Source: an optimization exercise on an open RTL-to-GDS flow (aim: small area and a short achievable clock period). Production flows keep margins and buffers that such runs may drop. In this exercise RTL edits were held to simulation tests only and were not proved equivalent to the original.

==> run a: inputs <==
## Nto1_sync_fifo
module Nto1_sync_fifo #(N = 4, DATA_WIDTH = 32, DEPTH = 16)
         (input logic clk_i,
          input logic rst_n_i,
          input logic [N*DATA_WIDTH-1:0] data_i,  
          input logic [N-1:0] wr_en_i,            
          input logic rd_en_i,
          output logic                   fifo_full_o,
          output logic                   fifo_empty_o,
          output logic [DATA_WIDTH-1:0]  data_o
         );
==> module Nto1_sync_fifo, before the edit <==
module Nto1_sync_fifo #(N = 4, DATA_WIDTH = 32, DEPTH = 16)
         (input logic clk_i,
          input logic rst_n_i,
          input logic [N*DATA_WIDTH-1:0] data_i,  
          input logic [N-1:0] wr_en_i,            
          input logic rd_en_i,
          output logic                   fifo_full_o,
          output logic                   fifo_empty_o,
          output logic [DATA_WIDTH-1:0]  data_o
         );
localparam RD  = DEPTH-1;         
localparam OD  = DEPTH/2;         
localparam BD  = OD-1;            
logic [DATA_WIDTH-1:0] r_data [0:RD-1][0:N-1];
logic [N-1:0]          r_mask [0:RD-1];
logic [RD-1:0]         r_wp, r_rp;      
logic [DATA_WIDTH-1:0] h_data [0:N-1];
logic [N-1:0]          h_rem;
logic [N-1:0]          h_lane;          
logic                  h_last;          
logic [DEPTH-1:0] e_lvl;                
logic             e_full;               
logic [OD-1:0]    o_lvl;                
logic             o_empty;              
wire e_nempty = e_lvl[0];
wire e_one    = e_lvl[0] & ~e_lvl[1];
wire e_nfull  = ~e_lvl[DEPTH-1];
wire o_nempty = o_lvl[0];
wire o_one    = o_lvl[0] & ~o_lvl[1];
wire o_nfull  = ~o_lvl[OD-1];
wire any_wr = |wr_en_i;
wire e_wr   = any_wr & e_nfull;
wire xfer   = e_nempty & o_nfull;
function automatic [N-1:0] lowest(input [N-1:0] m);
  lowest = m & ~(m - 1'b1);
endfunction
function automatic single(input [N-1:0] m);
  single = ((m & (m - 1'b1)) == '0);
endfunction
wire [N-1:0] lane = h_lane;
wire         last = h_last;
wire         pop  = xfer & last;
wire h_from_in   = ~e_nempty | (pop & e_one);
wire h_from_ring = pop & ~e_one;
wire r_take      = e_nfull & ~h_from_in;
wire h_take      = e_nfull & h_from_in;
wire r_push      = any_wr & r_take;
logic [DATA_WIDTH-1:0] r_word [0:N-1];
logic [N-1:0]          r_hmask;
always_comb begin
  for (int j = 0; j < N; j++) begin
    r_word[j] = '0;
    for (int k = 0; k < RD; k++)
      if (r_rp[k]) r_word[j] = r_word[j] | r_data[k][j];
  end
  r_hmask = '0;
  for (int k = 0; k < RD; k++)
    if (r_rp[k]) r_hmask = r_hmask | r_mask[k];
end
wire [N-1:0] h_next = h_rem & ~lane;    
always_ff @(posedge clk_i) begin
  for (int k = 0; k < RD; k++) begin
    for (int j = 0; j < N; j++)
      if (wr_en_i[j] && (r_take && r_wp[k]))
        r_data[k][j] <= data_i[j*DATA_WIDTH +: DATA_WIDTH];
    if (any_wr && (r_take && r_wp[k]))
      r_mask[k] <= wr_en_i;
  end
  for (int j = 0; j < N; j++)
    if (h_from_ring)             h_data[j] <= r_word[j];
    else if (wr_en_i[j] && h_take) h_data[j] <= data_i[j*DATA_WIDTH +: DATA_WIDTH];
  if (h_from_ring) begin
    h_rem  <= r_hmask;
    h_lane <= lowest(r_hmask);
    h_last <= single(r_hmask);
  end else if (h_from_in) begin
    h_rem  <= wr_en_i;
    h_lane <= lowest(wr_en_i);
    h_last <= single(wr_en_i);
  end else if (xfer) begin
    h_rem  <= h_next;
    h_lane <= lowest(h_next);
    h_last <= single(h_next);
  end
end
always_ff @(posedge clk_i, negedge rst_n_i) begin
  if (!rst_n_i) begin
    r_wp   <= RD'(1);
    r_rp   <= RD'(1);
    e_lvl  <= '0;
  end else begin
    if (r_push)      r_wp <= {r_wp[RD-2:0], r_wp[RD-1]};
    if (h_from_ring) r_rp <= {r_rp[RD-2:0], r_rp[RD-1]};
    if (e_wr && !pop)      e_lvl <= {e_lvl[DEPTH-2:0], 1'b1};
    else if (!e_wr && pop) e_lvl <= {1'b0, e_lvl[DEPTH-1:1]};
  end
end
always_ff @(posedge clk_i)
  e_full <= (e_lvl[DEPTH-1] & ~pop) | (e_lvl[DEPTH-2] & e_wr & ~pop);
logic [DATA_WIDTH-1:0] xword;
always_comb begin
  xword = '0;
  for (int j = 0; j < N; j++)
    if (lane[j]) xword = xword | h_data[j];
end
logic [DATA_WIDTH-1:0] o_head;
logic [DATA_WIDTH-1:0] o_buf [0:BD-1];
logic [BD-1:0]         b_wp, b_rp;      
wire o_rd     = rd_en_i & o_nempty;
wire h_from_x = xfer & (~o_nempty | (o_rd & o_one));
wire h_from_b = o_rd & ~o_one;
wire b_push   = xfer & o_nempty & ~(o_rd & o_one);
logic [DATA_WIDTH-1:0] b_word;
always_comb begin
  b_word = '0;
  for (int k = 0; k < BD; k++)
    if (b_rp[k]) b_word = b_word | o_buf[k];
end
always_ff @(posedge clk_i, negedge rst_n_i) begin
  if (!rst_n_i)      o_head <= '0;
  else if (h_from_x) o_head <= xword;
  else if (h_from_b) o_head <= b_word;
end
always_ff @(posedge clk_i) begin
  for (int k = 0; k < BD; k++)
    if (b_push && b_wp[k]) o_buf[k] <= xword;
end
always_ff @(posedge clk_i, negedge rst_n_i) begin
  if (!rst_n_i) begin
    b_wp    <= BD'(1);
    b_rp    <= BD'(1);
    o_lvl   <= '0;
  end else begin
    if (b_push)   b_wp <= {b_wp[BD-2:0], b_wp[BD-1]};
    if (h_from_b) b_rp <= {b_rp[BD-2:0], b_rp[BD-1]};
    if (xfer && !o_rd)      o_lvl <= {o_lvl[OD-2:0], 1'b1};
    else if (!xfer && o_rd) o_lvl <= {1'b0, o_lvl[OD-1:1]};
  end
end
always_ff @(posedge clk_i)
  o_empty <= ~xfer & (~o_lvl[0] | (o_rd & ~o_lvl[1]));
assign fifo_full_o  = e_full;
assign fifo_empty_o = o_empty;
assign data_o       = o_head;
endmodule
Settings: LEC_CHECK=0, CAP_MARGIN=35, CORE_MARGIN=2, CORE_UTILIZATION=70, CTS_CLUSTER_DIAMETER=80, CTS_CLUSTER_SIZE=24, PLACE_DENSITY=0.78, SETUP_SLACK_MARGIN=3.5, SLEW_MARGIN=30; clock period 6.0 ns.
run.sh (not shown) runs the stock make flow with config.mk's settings and CLKGATE_MAP_FILE= SYNTH_SCRIPT=/design/flow/synth_recipe.tcl, a recipe that flattens the netlist after the stock synthesis.
==> run b: changes against run a <==
==> flow/design.v (replaced) <==
module Nto1_sync_fifo #(N = 4, DATA_WIDTH = 32, DEPTH = 16)
         (input logic clk_i,
          input logic rst_n_i,
          input logic [N*DATA_WIDTH-1:0] data_i,  
          input logic [N-1:0] wr_en_i,            
          input logic rd_en_i,
          output logic                   fifo_full_o,
          output logic                   fifo_empty_o,
          output logic [DATA_WIDTH-1:0]  data_o
         );
localparam RD  = DEPTH-1;         
localparam OD  = DEPTH/2;         
localparam BD  = OD-1;            
localparam OCW = $clog2(OD+1);
localparam ECW = $clog2(DEPTH+1);
logic [DATA_WIDTH-1:0] r_data [0:RD-1][0:N-1];
logic [N-1:0]          r_mask [0:RD-1];
logic [RD-1:0]         r_wp, r_rp;      
logic [DATA_WIDTH-1:0] h_data [0:N-1];
logic [N-1:0]          h_rem;
logic [ECW-1:0] e_cnt;
logic           e_nfull, e_nempty, e_one;
logic           e_full;                 
logic           o_nfull, o_nempty, o_one;
logic           o_empty;                
wire any_wr = |wr_en_i;
wire e_wr   = any_wr & e_nfull;
wire xfer   = e_nempty & o_nfull;
wire [N-1:0] lane = h_rem & ~(h_rem - 1'b1);    
wire         last = ((h_rem & ~lane) == '0);
wire         pop  = xfer & last;
wire h_from_in   = ~e_nempty | (pop & e_one);
wire h_from_ring = pop & ~e_one;
wire r_push      = e_wr & ~h_from_in;
logic [DATA_WIDTH-1:0] r_word [0:N-1];
logic [N-1:0]          r_hmask;
always_comb begin
  for (int j = 0; j < N; j++) begin
    r_word[j] = '0;
    for (int k = 0; k < RD; k++)
      if (r_rp[k]) r_word[j] = r_word[j] | r_data[k][j];
  end
  r_hmask = '0;
  for (int k = 0; k < RD; k++)
    if (r_rp[k]) r_hmask = r_hmask | r_mask[k];
end
always_ff @(posedge clk_i) begin
  for (int k = 0; k < RD; k++) begin
    for (int j = 0; j < N; j++)
      if (r_push && wr_en_i[j] && r_wp[k])
        r_data[k][j] <= data_i[j*DATA_WIDTH +: DATA_WIDTH];
    if (r_push && r_wp[k])
      r_mask[k] <= wr_en_i;
  end
  for (int j = 0; j < N; j++)
    if (h_from_ring)                 h_data[j] <= r_word[j];
    else if (h_from_in && e_wr)      h_data[j] <= data_i[j*DATA_WIDTH +: DATA_WIDTH];
  if (h_from_ring)    h_rem <= r_hmask;
  else if (h_from_in) h_rem <= wr_en_i;
  else if (xfer)      h_rem <= h_rem & ~lane;
end
always_ff @(posedge clk_i, negedge rst_n_i) begin
  if (!rst_n_i) begin
    r_wp     <= RD'(1);
    r_rp     <= RD'(1);
    e_cnt    <= '0;
    e_nfull  <= 1'b1;
    e_full   <= 1'b0;
    e_nempty <= 1'b0;
    e_one    <= 1'b0;
  end else begin
    if (r_push)      r_wp <= {r_wp[RD-2:0], r_wp[RD-1]};
    if (h_from_ring) r_rp <= {r_rp[RD-2:0], r_rp[RD-1]};
    if (e_wr && !pop) begin
      e_cnt    <= e_cnt + 1'b1;
      e_nempty <= 1'b1;
      e_one    <= ~e_nempty;
      e_nfull  <= (e_cnt != ECW'(DEPTH-1));
      e_full   <= (e_cnt == ECW'(DEPTH-1));
    end else if (!e_wr && pop) begin
      e_cnt    <= e_cnt - 1'b1;
      e_nfull  <= 1'b1;
      e_full   <= 1'b0;
      e_one    <= (e_cnt == ECW'(2));
      e_nempty <= ~e_one;
    end
  end
end
logic [DATA_WIDTH-1:0] xword;
always_comb begin
  xword = '0;
  for (int j = 0; j < N; j++)
    if (lane[j]) xword = xword | h_data[j];
end
logic [DATA_WIDTH-1:0] o_head;
logic [DATA_WIDTH-1:0] o_buf [0:BD-1];
logic [BD-1:0]         b_wp, b_rp;      
logic [OCW-1:0]        o_cnt;
wire o_rd     = rd_en_i & o_nempty;
wire h_from_x = xfer & (~o_nempty | (o_rd & o_one));
wire h_from_b = o_rd & ~o_one;
wire b_push   = xfer & o_nempty & ~(o_rd & o_one);
logic [DATA_WIDTH-1:0] b_word;
always_comb begin
  b_word = '0;
  for (int k = 0; k < BD; k++)
    if (b_rp[k]) b_word = b_word | o_buf[k];
end
always_ff @(posedge clk_i, negedge rst_n_i) begin
  if (!rst_n_i)      o_head <= '0;
  else if (h_from_x) o_head <= xword;
  else if (h_from_b) o_head <= b_word;
end
always_ff @(posedge clk_i) begin
  for (int k = 0; k < BD; k++)
    if (b_push && b_wp[k]) o_buf[k] <= xword;
end
always_ff @(posedge clk_i, negedge rst_n_i) begin
  if (!rst_n_i) begin
    b_wp     <= BD'(1);
    b_rp     <= BD'(1);
    o_cnt    <= '0;
    o_nempty <= 1'b0;
    o_empty  <= 1'b1;
    o_one    <= 1'b0;
    o_nfull  <= 1'b1;
  end else begin
    if (b_push)   b_wp <= {b_wp[BD-2:0], b_wp[BD-1]};
    if (h_from_b) b_rp <= {b_rp[BD-2:0], b_rp[BD-1]};
    if (xfer && !o_rd) begin
      o_cnt    <= o_cnt + 1'b1;
      o_nempty <= 1'b1;
      o_empty  <= 1'b0;
      o_one    <= ~o_nempty;
      o_nfull  <= (o_cnt != OCW'(OD-1));
    end else if (!xfer && o_rd) begin
      o_cnt    <= o_cnt - 1'b1;
      o_nfull  <= 1'b1;
      o_one    <= (o_cnt == OCW'(2));
      o_nempty <= ~o_one;
      o_empty  <= o_one;
    end
  end
end
assign fifo_full_o  = e_full;
assign fifo_empty_o = o_empty;
assign data_o       = o_head;
endmodule
CORE_UTILIZATION = 60   (was 70)
PLACE_DENSITY = 0.68   (was 0.78)
SETUP_SLACK_MARGIN = 3.2   (was 3.5)
==> flow_summary.json <==
{
  "status": "finished clean",
  "wirelength_met1_um": 91600,
  "grtUsageTotal_pct": 32.5,
  "r2r-end": "e_cnt[4]$_DFFE_PN0P_",
  "synth_compound_area_share_pct": 11.5,
  "seqPwrFrac_pct": 59.2,
  "synth_cell_types": 56,
  "crit_end": "e_cnt[4]$_DFFE_PN0P_",
  "synthMuxAreaShare_pct": 0.586,
  "sequentialPower_uw": 20400,
  "synth_edf_count": 2336,
  "ys_ff_latch": 2429,
  "viasPerCell": 7.13,
  "cp.arrival_ns": 3.57,
  "nNonClkInverters": 9,
  "multi_input_area_share_pct": 15.4,
  "path_buf_inv": 3
}
Source of the figures above: run b

==> flow_summary.json <==
{
  "status": "finished clean",
  "grtUsageTotal_pct": 37.2,
  "cp.arrival_ns": 3.13,
  "crit_end": "h_lane[1]$_DFFE_PP_",
  "r2r-end": "h_lane[1]$_DFFE_PP_",
  "synth_cell_types": 48,
  "sequentialPower_uw": 20500,
  "nNonClkInverters": 3,
  "synth_compound_area_share_pct": 11.6,
  "synth_edf_count": 2340,
  "viasPerCell": 7.67,
  "synthMuxAreaShare_pct": 1.01
}
Source of the figures above: run a

what the ideal ports hide:
Ports are ideal in the flow. The routed layouts listed here were re-timed in OpenROAD.
Step 1 assumes that a clkbuf_16 drives the clock port and a buf_2 every other input.
Step 2 also shifts input and output timing later by t, the mid clock arrival at the registers, as if the neighbouring blocks saw the same clock.
a / b / c = ideal ports / drivers / drivers and shift; a / b = the first two.
| run | shift t [ns] | slack for setup (ns) | worst setup path at the end | worst register clock-pin slew, ns | worst data-port slew with drivers (ns) |
|---|---|---|---|---|---|
| run a | 0.856 | 3.393 / 3.340 / 2.688 | input to register | 0.11 / 0.11 | 0.18 |
| run b | 0.853 | 3.108 / 3.071 / 2.218 | input to register | 0.10 / 0.10 | 0.18 |
After both steps setup and hold are still met in every run listed. For run b, which loses most, drivers alone change the setup slack by -0.037 ns; drivers and shift together by -0.890 ns.
